This is an optimization exercise on Yosys and OpenROAD, whose aim is small area, a short achievable clock period and few clock cycles, not a production implementation.
In this exercise RTL edits were held to simulation tests only and were not proved equivalent to the original.
Power and IR drop assume default switching activity.

==> flow/design.v <==
`timescale 1ns/10ps
module  CONV(
            input		  clk,
            input		  reset,
            output		  busy,
            input		  ready,
            output [11:0] iaddr,
            input  [19:0] idata,
            output	 	  cwr,
            output [11:0] caddr_wr,
            output [19:0] cdata_wr,
            output	 	  crd,
            output [11:0] caddr_rd,
            input  [19:0] cdata_rd,
            output [ 2:0] csel
        );
localparam TRUE = 1'b1;
localparam FALSE = 1'b0;
localparam IMG_NO_PADDING_BIT = 6;
localparam IMG_PADDING_BIT = IMG_NO_PADDING_BIT + 1;
reg [IMG_NO_PADDING_BIT-1:0] img_x, img_y;   
reg signed [IMG_PADDING_BIT-1:0] img_padding_x, img_padding_y;  
reg  [11:0] img_addr;
wire [19:0] img_data = idata;
assign iaddr = img_addr;
reg busy_o;
assign busy = busy_o;
reg mem_valid_w;
reg [11:0] mem_addr_w;
reg [19:0] mem_data_w;
assign cwr = mem_valid_w;
assign caddr_wr = mem_addr_w;
assign cdata_wr = mem_data_w;
reg mem_valid_r;
reg [11:0] mem_addr_r;
wire [19:0] mem_data_r;
assign crd = mem_valid_r;
assign caddr_rd = mem_addr_r;
assign mem_data_r = cdata_rd;
reg [ 2:0] mem_sel;
assign csel = mem_sel;
localparam TIMER_MAX = 9;    
localparam TIMER_BIT = $clog2(TIMER_MAX);
reg [TIMER_BIT-1 : 0] timer;
localparam MEM_NONE = 3'b000,    
           MEM_LAYER0 = 3'b001,  
           MEM_LAYER1 = 3'b011;  
reg [39:0] add_a, add_b, add_o;
reg [19:0] mul_a, mul_b;
reg [39:0] mul_o;
wire [19:0] kernel[0:8];
assign kernel[0] = 20'h0A89E;
assign kernel[1] = 20'h092D5;
assign kernel[2] = 20'h06D43;
assign kernel[3] = 20'h01004;
assign kernel[4] = 20'hF8F71;
assign kernel[5] = 20'hF6E54;
assign kernel[6] = 20'hFA6D7;
assign kernel[7] = 20'hFC834;
assign kernel[8] = 20'hFAC19;
wire [19:0] bias = 20'h01310;
reg first_state_flg;
wire next_conv_pixel_flg = (timer==10);
wire next_maxp_pixel_flg = (timer==4);
reg next_conv_pixel_flg_buf;
wire edge_flg = (img_padding_x[6] || img_padding_y[6]);
reg edge_flg_buf;
localparam FSM_STATE_NUM = 4,
           FSM_STATE_BIT = $clog2(FSM_STATE_NUM);
localparam FSM_IDLE     = {{FSM_STATE_BIT-2{1'b0}}, 2'd0},
           FSM_CONV     = {{FSM_STATE_BIT-2{1'b0}}, 2'd1},
           FSM_MAXP     = {{FSM_STATE_BIT-2{1'b0}}, 2'd2};
reg [FSM_STATE_BIT-1 : 0] cur_state, nxt_state;
wire fsm_start_flg = (ready);
wire fsm_conv_finish_flg = (mem_addr_w=={6'd63, 6'd63} && mem_valid_w);
wire fsm_maxp_finish_flg = (mem_addr_w=={12'd1023} && mem_valid_w);
always @(*) begin
    case(cur_state)
        FSM_IDLE     : begin
            if(fsm_start_flg) begin
                first_state_flg = TRUE;
            end
            else begin
                first_state_flg = FALSE;
            end
        end
        FSM_CONV     : begin
            if(fsm_conv_finish_flg) begin
                first_state_flg = TRUE;
            end
            else begin
                first_state_flg = FALSE;
            end
        end
        FSM_MAXP     : begin
            if(fsm_maxp_finish_flg) begin
                first_state_flg = TRUE;
            end
            else begin
                first_state_flg = FALSE;
            end
        end
        default      : begin
            first_state_flg = FALSE;
        end
    endcase
end
always @(posedge clk or posedge reset) begin
    if(reset) begin
        cur_state <= FSM_IDLE;
    end
    else begin
        cur_state <= nxt_state;
    end
end
always @(*) begin
    case(cur_state)
        FSM_IDLE     : begin
            if(fsm_start_flg) begin
                nxt_state = FSM_CONV;
            end
            else begin
                nxt_state = FSM_IDLE;
            end
        end
        FSM_CONV     : begin
            if(fsm_conv_finish_flg) begin
                nxt_state = FSM_MAXP;
            end
            else begin
                nxt_state = FSM_CONV;
            end
        end
        FSM_MAXP     : begin
            if(fsm_maxp_finish_flg) begin
                nxt_state = FSM_IDLE;
            end
            else begin
                nxt_state = FSM_MAXP;
            end
        end
        default      : begin
            nxt_state = FSM_IDLE;
        end
    endcase
end
always @(posedge clk or posedge reset) begin
    if(reset) begin
        busy_o <= FALSE;
    end
    else begin
        case(cur_state)
            FSM_IDLE     : begin
                if(fsm_start_flg) begin
                    busy_o <= TRUE;
                end
            end
            FSM_MAXP     : begin
                if(fsm_maxp_finish_flg) begin
                    busy_o <= FALSE;
                end
            end
            default      : begin
                busy_o <= busy_o;
            end
        endcase
    end
end
always @(posedge clk or posedge reset) begin
    if(reset) begin
        edge_flg_buf <= FALSE;
    end
    else begin
        edge_flg_buf <= edge_flg;
    end
end
always @(*) begin
    case(cur_state)
        FSM_CONV     : begin
            if(fsm_conv_finish_flg) begin
                img_x = 0;
                img_y = 0;
            end
            else begin
                if(next_conv_pixel_flg_buf) begin
                    if(mem_addr_w[5:0]==6'd63) begin
                        img_x = 0;
                        img_y = mem_addr_w[11:6] + 6'd1;
                    end
                    else begin
                        img_x = mem_addr_w[5:0]  + 6'd1;
                        img_y = mem_addr_w[11:6];
                    end
                end
                else begin
                    img_x = mem_addr_w[5:0];
                    img_y = mem_addr_w[11:6];
                end
            end
        end
        FSM_MAXP     : begin
            img_x = img_addr[5:0];
            img_y = img_addr[11:6];
        end
        default      : begin
            img_x = 0;
            img_y = 0;
        end
    endcase
    case(cur_state)
        FSM_MAXP: begin
            img_padding_x = $signed({1'b0,img_x});
            img_padding_y = $signed({1'b0,img_y});
        end
        default: begin
            case(timer)
                0: begin
                    if(first_state_flg) begin
                        img_padding_x = $signed({1'b0,img_x}) - $signed(7'd1);
                        img_padding_y = $signed({1'b0,img_y}) - $signed(7'd1);
                    end
                    else begin
                        img_padding_x = $signed({1'b0,img_x});
                        img_padding_y = $signed({1'b0,img_y}) - $signed(7'd1);
                    end
                end
                1: begin
                    img_padding_x = $signed({1'b0,img_x}) + $signed(7'd1);
                    img_padding_y = $signed({1'b0,img_y}) - $signed(7'd1);
                end
                2: begin
                    img_padding_x = $signed({1'b0,img_x}) - $signed(7'd1);
                    img_padding_y = $signed({1'b0,img_y});
                end
                3: begin
                    img_padding_x = $signed({1'b0,img_x});
                    img_padding_y = $signed({1'b0,img_y});
                end
                4: begin
                    img_padding_x = $signed({1'b0,img_x}) + $signed(7'd1);
                    img_padding_y = $signed({1'b0,img_y});
                end
                5: begin
                    img_padding_x = $signed({1'b0,img_x}) - $signed(7'd1);
                    img_padding_y = $signed({1'b0,img_y}) + $signed(7'd1);
                end
                6: begin
                    img_padding_x = $signed({1'b0,img_x});
                    img_padding_y = $signed({1'b0,img_y}) + $signed(7'd1);
                end
                7: begin
                    img_padding_x = $signed({1'b0,img_x}) + $signed(7'd1);
                    img_padding_y = $signed({1'b0,img_y}) + $signed(7'd1);
                end
                default : begin
                    img_padding_x = $signed({1'b0,img_x}) - $signed(7'd1);
                    img_padding_y = $signed({1'b0,img_y}) - $signed(7'd1);
                end
            endcase
        end
    endcase
end
always @(posedge clk or posedge reset) begin
    if(reset) begin
        img_addr <= 12'd0;
    end
    else begin
        case(cur_state)
            FSM_IDLE     : begin
                img_addr <= {img_padding_y[5:0], img_padding_x[5:0]};
            end
            FSM_CONV : begin
                if(fsm_conv_finish_flg)
                    img_addr <= 12'd0;
                else
                    img_addr <= {img_padding_y[5:0], img_padding_x[5:0]};
            end
            FSM_MAXP : begin
                if(timer[0]==1'b1) begin
                    if(img_x==6'd63) begin
                        img_addr[11:6] <= img_y + 6'd2;
                    end
                    else begin
                        img_addr[11:6] <= img_y;
                    end
                    img_addr[5:0] <= img_x + 6'd1;
                end
            end
            default      : begin
                img_addr <= 12'd0;
            end
        endcase
    end
end
always @(posedge clk or posedge reset) begin
    if(reset) begin
        mem_valid_w <= FALSE;
        mem_addr_w <= 12'd0;
        mem_data_w <= 20'd0;
    end
    else begin
        case(cur_state)
            FSM_CONV     : begin
                if(fsm_conv_finish_flg) begin
                    mem_valid_w <= FALSE;
                    mem_addr_w <= 12'hfff;
                    mem_data_w <= 20'd0;
                end
                else begin
                    if(next_conv_pixel_flg) begin
                        mem_valid_w <= TRUE;
                        mem_addr_w <= mem_addr_w;
                    end
                    else begin
                        mem_valid_w <= FALSE;
                        mem_addr_w <= {img_y, img_x};
                    end
                    if(add_o[39]==1'b0) begin    
                        mem_data_w <= add_o[40-4-1 -: 20] + add_o[15];
                    end
                    else begin
                        mem_data_w <= 20'd0;
                    end
                end
            end
            FSM_MAXP     : begin
                if(next_maxp_pixel_flg)
                    mem_valid_w <= TRUE;
                else
                    mem_valid_w <= FALSE;
                if(next_maxp_pixel_flg)
                    mem_addr_w <= mem_addr_w + 12'd1;
                case(timer)
                    1: begin
                        mem_data_w <= mem_data_r;
                    end
                    2,3,4: begin
                        if(mem_data_w < mem_data_r)
                            mem_data_w <= mem_data_r;
                    end
                    default:
                        mem_data_w <= mem_data_w;
                endcase
            end
            default      : begin
                mem_valid_w <= FALSE;
                mem_addr_w <= 12'd0;
                mem_data_w <= 20'd0;
            end
        endcase
    end
end
always @(posedge clk or posedge reset) begin
    if(reset) begin
        mem_valid_r <= FALSE;
        mem_addr_r <= 12'd0;
    end
    else begin
        case(cur_state)
            FSM_CONV     : begin
                if(fsm_conv_finish_flg)
                    mem_valid_r <= TRUE;
                else
                    mem_valid_r <= FALSE;
                mem_addr_r <= 12'd0;
            end
            FSM_MAXP     : begin
                if(next_maxp_pixel_flg)
                    mem_valid_r <= FALSE;
                else
                    mem_valid_r <= TRUE;
                case(timer)
                    0, 2: begin
                        mem_addr_r <= {img_padding_y[5:0], img_padding_x[5:0]};
                    end
                    1, 3: begin
                        mem_addr_r <= {img_padding_y[5:0]+$signed(7'd1), img_padding_x[5:0]};
                    end
                    default : begin
                        mem_addr_r <= {img_padding_y[5:0], img_padding_x[5:0]};
                    end
                endcase
            end
            default      : begin
                mem_valid_r <= FALSE;
                mem_addr_r <= 12'd0;
            end
        endcase
    end
end
always @(posedge clk or posedge reset) begin
    if(reset) begin
        mem_sel <= MEM_NONE;
    end
    else begin
        case(cur_state)
            FSM_CONV     : begin
                mem_sel <= MEM_LAYER0;
            end
            FSM_MAXP     : begin
                if(next_maxp_pixel_flg) begin
                    mem_sel <= MEM_LAYER1;
                end
                else begin
                    mem_sel <= MEM_LAYER0;
                end
            end
            default      : begin
                mem_sel <= MEM_NONE;
            end
        endcase
    end
end
always @(posedge clk or posedge reset) begin
    if(reset) begin
        timer <= {{TIMER_BIT-1{1'b0}},1'b0};
    end
    else begin
        case(cur_state)
            FSM_CONV     : begin
                if(first_state_flg) begin
                    timer <= {{TIMER_BIT-1{1'b0}},1'b0};
                end
                else if(fsm_conv_finish_flg) begin
                    timer <= {{TIMER_BIT-1{1'b0}},1'd0};
                end
                else begin
                    if(next_conv_pixel_flg_buf)
                        timer <= {{TIMER_BIT-1{1'b0}},1'b0};
                    else
                        timer <= timer + {{TIMER_BIT-1{1'b0}},1'b1};
                end
            end
            FSM_MAXP     : begin
                if(first_state_flg) begin
                    timer <= {{TIMER_BIT-3{1'b0}},3'd0};
                end
                else begin
                    if(next_maxp_pixel_flg)
                        timer <= {{TIMER_BIT-1{1'b0}},1'b0};
                    else
                        timer <= timer + {{TIMER_BIT-1{1'b0}},1'b1};
                end
            end
            default      : begin
                timer <= {{TIMER_BIT-1{1'b0}},1'b0};
            end
        endcase
    end
end
always @(*) begin
    add_o = $signed(add_a) + $signed(add_b);
end
always @(posedge clk or posedge reset) begin
    if(reset) begin
        add_a <= 40'd0;
        add_b <= 40'd0;
    end
    else begin
        case(cur_state)
            FSM_IDLE     : begin
                if(fsm_start_flg) begin
                    add_a <= {4'd0,bias, 16'd0};
                    add_b <= 40'd0;
                end
                else begin
                    add_a <= 40'd0;
                    add_b <= 40'd0;
                end
            end
            FSM_CONV     : begin
                if(next_conv_pixel_flg) begin
                    add_a <= {4'd0,bias, 16'd0};
                    add_b <= 40'd0;
                end
                else begin
                    add_a <= add_o;
                    add_b <= mul_o;
                end
            end
            default      : begin
                add_a <= 40'd0;
                add_b <= 40'd0;
            end
        endcase
    end
end
always @(*) begin
    mul_o = $signed(mul_a) * $signed(mul_b);
end
always @(posedge clk or posedge reset) begin
    if(reset) begin
        mul_a <= 20'd0;
        mul_b <= 20'd0;
    end
    else begin
        case(cur_state)
            FSM_CONV     : begin
                if(edge_flg_buf)
                    mul_a <= 20'd0;
                else
                    mul_a <= img_data;
                if(timer<9)
                    mul_b <= kernel[timer];
                else
                    mul_b <= 20'd0;
            end
            default      : begin
                mul_a <= 20'd0;
                mul_b <= 20'd0;
            end
        endcase
    end
end
always @(posedge clk or posedge reset) begin
    if(reset) begin
        next_conv_pixel_flg_buf <= FALSE;
    end
    else begin
        next_conv_pixel_flg_buf <= next_conv_pixel_flg;
    end
end
endmodule
==> flow/run.sh <==
#!/bin/bash
# synth_recipe.tcl (not shown) runs the flow's synth.tcl, then flattens the netlist and writes it again
# the make line also repeats each setting of config.mk as NAME=value (left out here)
make -C /OpenROAD-flow-scripts/flow DESIGN_CONFIG=/design/flow/config.mk WORK_HOME=/design/flow/orfs CLKGATE_MAP_FILE= SYNTH_SCRIPT=/design/flow/synth_recipe.tcl finish
==> flow/config.mk <==
export PLATFORM = sky130hd
export DESIGN_NAME = CONV
export DESIGN_NICKNAME = CONV
export VERILOG_FILES = /design/flow/design.v
export SDC_FILE = /design/flow/constraint.sdc
export NUM_CORES = 4
export LEC_CHECK = 0
export CAP_MARGIN = 20
export CORE_MARGIN = 2
export CORE_UTILIZATION = 40
export SLEW_MARGIN = 20
==> flow/constraint.sdc <==
create_clock -name core_clock -period 10.0 [get_ports {clk}]
set_input_delay 2.0000 -clock core_clock [delete_from_list [all_inputs] [get_ports {clk}]]
set_output_delay 2.0000 -clock core_clock [all_outputs]
set_load 0.01 [all_outputs]
==> results.json <==
{
  "coreArea_um2": 66000,
  "cts_buffer_depth": 2,
  "ioPinCount": 105,
  "area_delta_synth_final_pct": 8.84,
  "fin_crit_ns": 7.59,
  "drc": 0,
  "port_buffers": 103,
  "fp.dieW_um": 263,
  "hold_viol_final": 0,
  "critPathKind": "reg -> reg",
  "hp-class": "reg -> reg",
  "finalSetupViolations": 0,
  "grt_pass1_vias": 20735,
  "setup.worst_path.start_class": "register",
  "cts.sinks": 186,
  "n_fill_cell": 6466,
  "leakage_nw": 15.0,
  "top_usage_layer": "met2",
  "yosysWarnings": 1,
  "die_area_um2": 69000,
  "yosys.area.top_type": "fa_1",
  "drive_gt1_share_pct": 2.92,
  "cell_internal_pwr_w": 0.00111,
  "synth_area_um2": 26800,
  "synth_nets": 3642,
  "cap_violations": 0,
  "cp.required_ns": 10.32,
  "hpwl_um": 53300,
  "ys_ff_latch": 186,
  "wl_per_cell_um": 17.3,
  "crit_fanout": 20,
  "synth_cell_types": 94,
  "grt_pass1_wl_um": 111000,
  "end_kind": "register",
  "synth_edf_count": 0,
  "met2_usage_pct": 33.5,
  "globalRouteMet1Util_pct": 28.1,
  "status": "complete, no violations",
  "synth_flop_cell": "dfrtp_1",
  "detail-route-antenna-nets": 0,
  "ctsHoldBuffers": 0,
  "avgSynthCellArea_um2": 8.93,
  "netlist_instances": 2998,
  "cts.clk_slew.worst_paths_ns": 0.08,
  "fin_skew_ns": 0.0265,
  "postSynth.asyncResetShare_pct": 100,
  "synth.area.top_cells": "fa_1, dfrtp_1, ha_1, inv_1, and2_1",
  "ctsResizeCount": 0,
  "cts_tree": "done",
  "p_sw_share_pct": 27.0,
  "comb_power_share_pct": 2.8,
  "globalRouteOverflowTotal": 0,
  "cts_buffers": 17,
  "worstSkewPairLatency_ns": 0.48,
  "cts_max_level": 4,
  "synth.most_common_cell": "inv_1",
  "antenna_found_initial": 0,
  "yosysTopAreaCellShare_pct": 31.0,
  "slew_violations": 0,
  "gr-usage-met3_pct": 2.23,
  "period_share_pct": 75.9,
  "p_per_area_nw_per_um2": 52.3,
  "die_height_um": 263,
  "synth_top_cells_by_count": "inv_1, fa_1, nand2_1, and2_1, ha_1",
  "rsz0062_at_grt": "no",
  "seq_area_frac_synth_pct": 17.4,
  "drt-initial-drc-count": 1202,
  "r2r_slack_ns": 2.41,
  "setup-tns-final_ns": 0,
  "grt_max_degree": 111,
  "vias": 20121,
  "slew_headroom_pct": 24.1,
  "grtUsageTotal_pct": 20.0,
  "seqPwrFrac_pct": 49.3,
  "finalPower_w": 0.00152,
  "crit_arrival_ns": 7.91,
  "wl_um": 67000,
  "drt_pass1_iterations": 5,
  "ir_worst_vdd_uv": 93.7,
  "start_util_pct": 40.6,
  "tightest_slew_ns": 1.13,
  "pwr-share-clk_pct": 47.9,
  "clock.fmax_ghz": 0.132,
  "vias_per_cell": 5.19,
  "place_congestion": 0.850,
  "cts_root_buf": "clkbuf_16",
  "post_cts_buffers": 0,
  "fin_nets": 3644,
  "row_count": 94,
  "p_sw_w": 0.000412
}
## logic make-up (layout without fill, tap and decap cells)
logic type                 count (synthesis)  in the layout  share of synthesized area [%]
muxes                                     17             17                          0.659
and+or+nand+nor                          904            904                           16.9
other                                      1              2                         0.0140
buffers and inverters                    690            705                           9.71
xor gates and xnor gates                 121            121                           4.03
adders and majority gates                601            601                           39.7
DFF                                      186            186                           17.4
AOI/OAI and AO/OA                        478            478                           11.6
## power by group through the flow
| stage | combinational [W] | sequential [W] | clock, W |
|---|---|---|---|
| CTS | 0.0000439 | 0.000751 | 0.000746 |
| global route | 0.0000483 | 0.000751 | 0.000776 |
| detailed placement | 0.0000436 | 0.000766 | 0 |
| floorplan | 0.0000178 | 0.000767 | 0 |
| finish | 0.0000422 | 0.000751 | 0.000731 |
| global placement | 0.0000434 | 0.000766 | 0 |
## metal layers
layer | wire [um] | up-vias
li1 | - | 9516
met1 | 30900 | 10168
met2 | 33000 | 382
met3 | 2200 | 55
met4 | 932 | 0
met5 | 0 | -
## registers in the layout, summed over array words and instances (netlist names), 2 cells and up
name,cells
img_addr,12
mem_data_w,20
mem_sel,2
mul_a,20
mul_b,17
mem_addr_r,12
add_b,40
timer,4
mem_addr_w,12
add_a,40
cur_state,2
## layout make-up
type	count	area, um2	share of cell area (%)
multi-input cells	2122	19500	67.1
flip-flops and latches	186	4650	16.0
inverters	553	2080	7.15
repair buffers	120	1160	3.99
well taps	864	1080	3.71
clock buffers	17	425	1.46
clock inverters	15	190	0.652
diodes	1	2.50	0.00859
## worst max-delay path, stage by stage (launching register included)
cell	delay, ns
dfrtp_1	0.77
nand2_1	0.27
fa_1	0.61
fa_1	0.59
inv_1	0.06
fa_1	0.75
inv_1	0.26
fa_1	0.53
inv_1	0.05
fa_1	0.49
fa_1	0.50
inv_1	0.05
fa_1	0.49
inv_1	0.04
ha_1	0.32
nand2_1	0.12
nand2_1	0.06
a21oi_1	0.14
nor2b_1	0.06
a311o_1	0.31
a21o_1	0.21
a311o_1	0.36
a21oi_1	0.17
xor2_1	0.16
nor2_1	0.05
## through the flow
stage               util (%)  hold slack, ns  worst slack [ns]  instance area, um2  cells
finish                  44.2           0.530              2.41               29100   3878
global route            44.2           0.564              1.94               29100   3877
CTS                     44.2           0.535              2.35               29100   3877
detailed placement      43.2           0.514              2.40               28500   3845
global placement        43.2           0.515              2.49               28500   3845
floorplan                  -           0.530              2.91               26800   2998
## placed cells by master (no fill, tap or decap), types with 9 or more instances in the layout
cell and n:
a211oi_1 21, a21o_1 39, a21oi_1 125, a221oi_1 19, a22oi_1 18, a31oi_1 17
and2_1 225, and3_1 22, buf_4 16, clkbuf_16 17, clkdlybuf4s50_1 103, dfrtp_1 186
fa_1 414, ha_1 186, inv_1 551, mux2i_1 11, nand2_1 282, nand2b_1 19
nand3_1 35, nand4_1 19, nor2_1 174, nor2b_1 15, nor3_1 45, o211ai_1 11
o21a_1 18, o21ai_0 79, o21ai_1 39, o21bai_1 9, o31ai_1 9, or3_1 9
xnor2_1 64, xor2_1 56
## worst paths after layout
kind,start,endpoint,cells after the start
min in group asynchronous,reset,mem_addr_r[4],2
setup / recovery,mul_b[2],add_b[37],24
hold / removal,mem_data_w[4],mem_data_w[4],2
setup reg to reg,mul_b[2],add_b[37],24
max in group asynchronous,reset,mul_b[5],3
hold reg to reg,mem_data_w[4],mem_data_w[4],2
Testbench counts, summed over its fixed seeds: cycles 976,968.

==> static timing again, ports no longer ideal <==
No port has a modelled driver above. Below, the same layout with a new extraction and two added sets of constraints.
Step 1 (the two cells are an assumption about what drives the block):
set clk [get_ports {clk}]
set_driving_cell -lib_cell sky130_fd_sc_hd__clkbuf_16 $clk
set_driving_cell -lib_cell sky130_fd_sc_hd__buf_2 [delete_from_list [all_inputs] $clk]
Step 2, shift: input delay + t, output delay - t, t = (earliest + latest rising clock arrival at the registers) / 2. This alone moves slack from input paths to output paths.
Three values: ideal, step 1, step 2; two values: the first two.
t, ns: 0.522
setup WS [ns]: 2.412 / 2.412 / 2.412
hold WS [ns]: 0.530 / 0.530 / 0.530
latest minus earliest clock arrival (ns): 0.033 / 0.032
After both steps setup and hold are still met in this run. For this run, drivers alone change the setup slack by 0.000 ns; drivers and shift together by 0.000 ns.
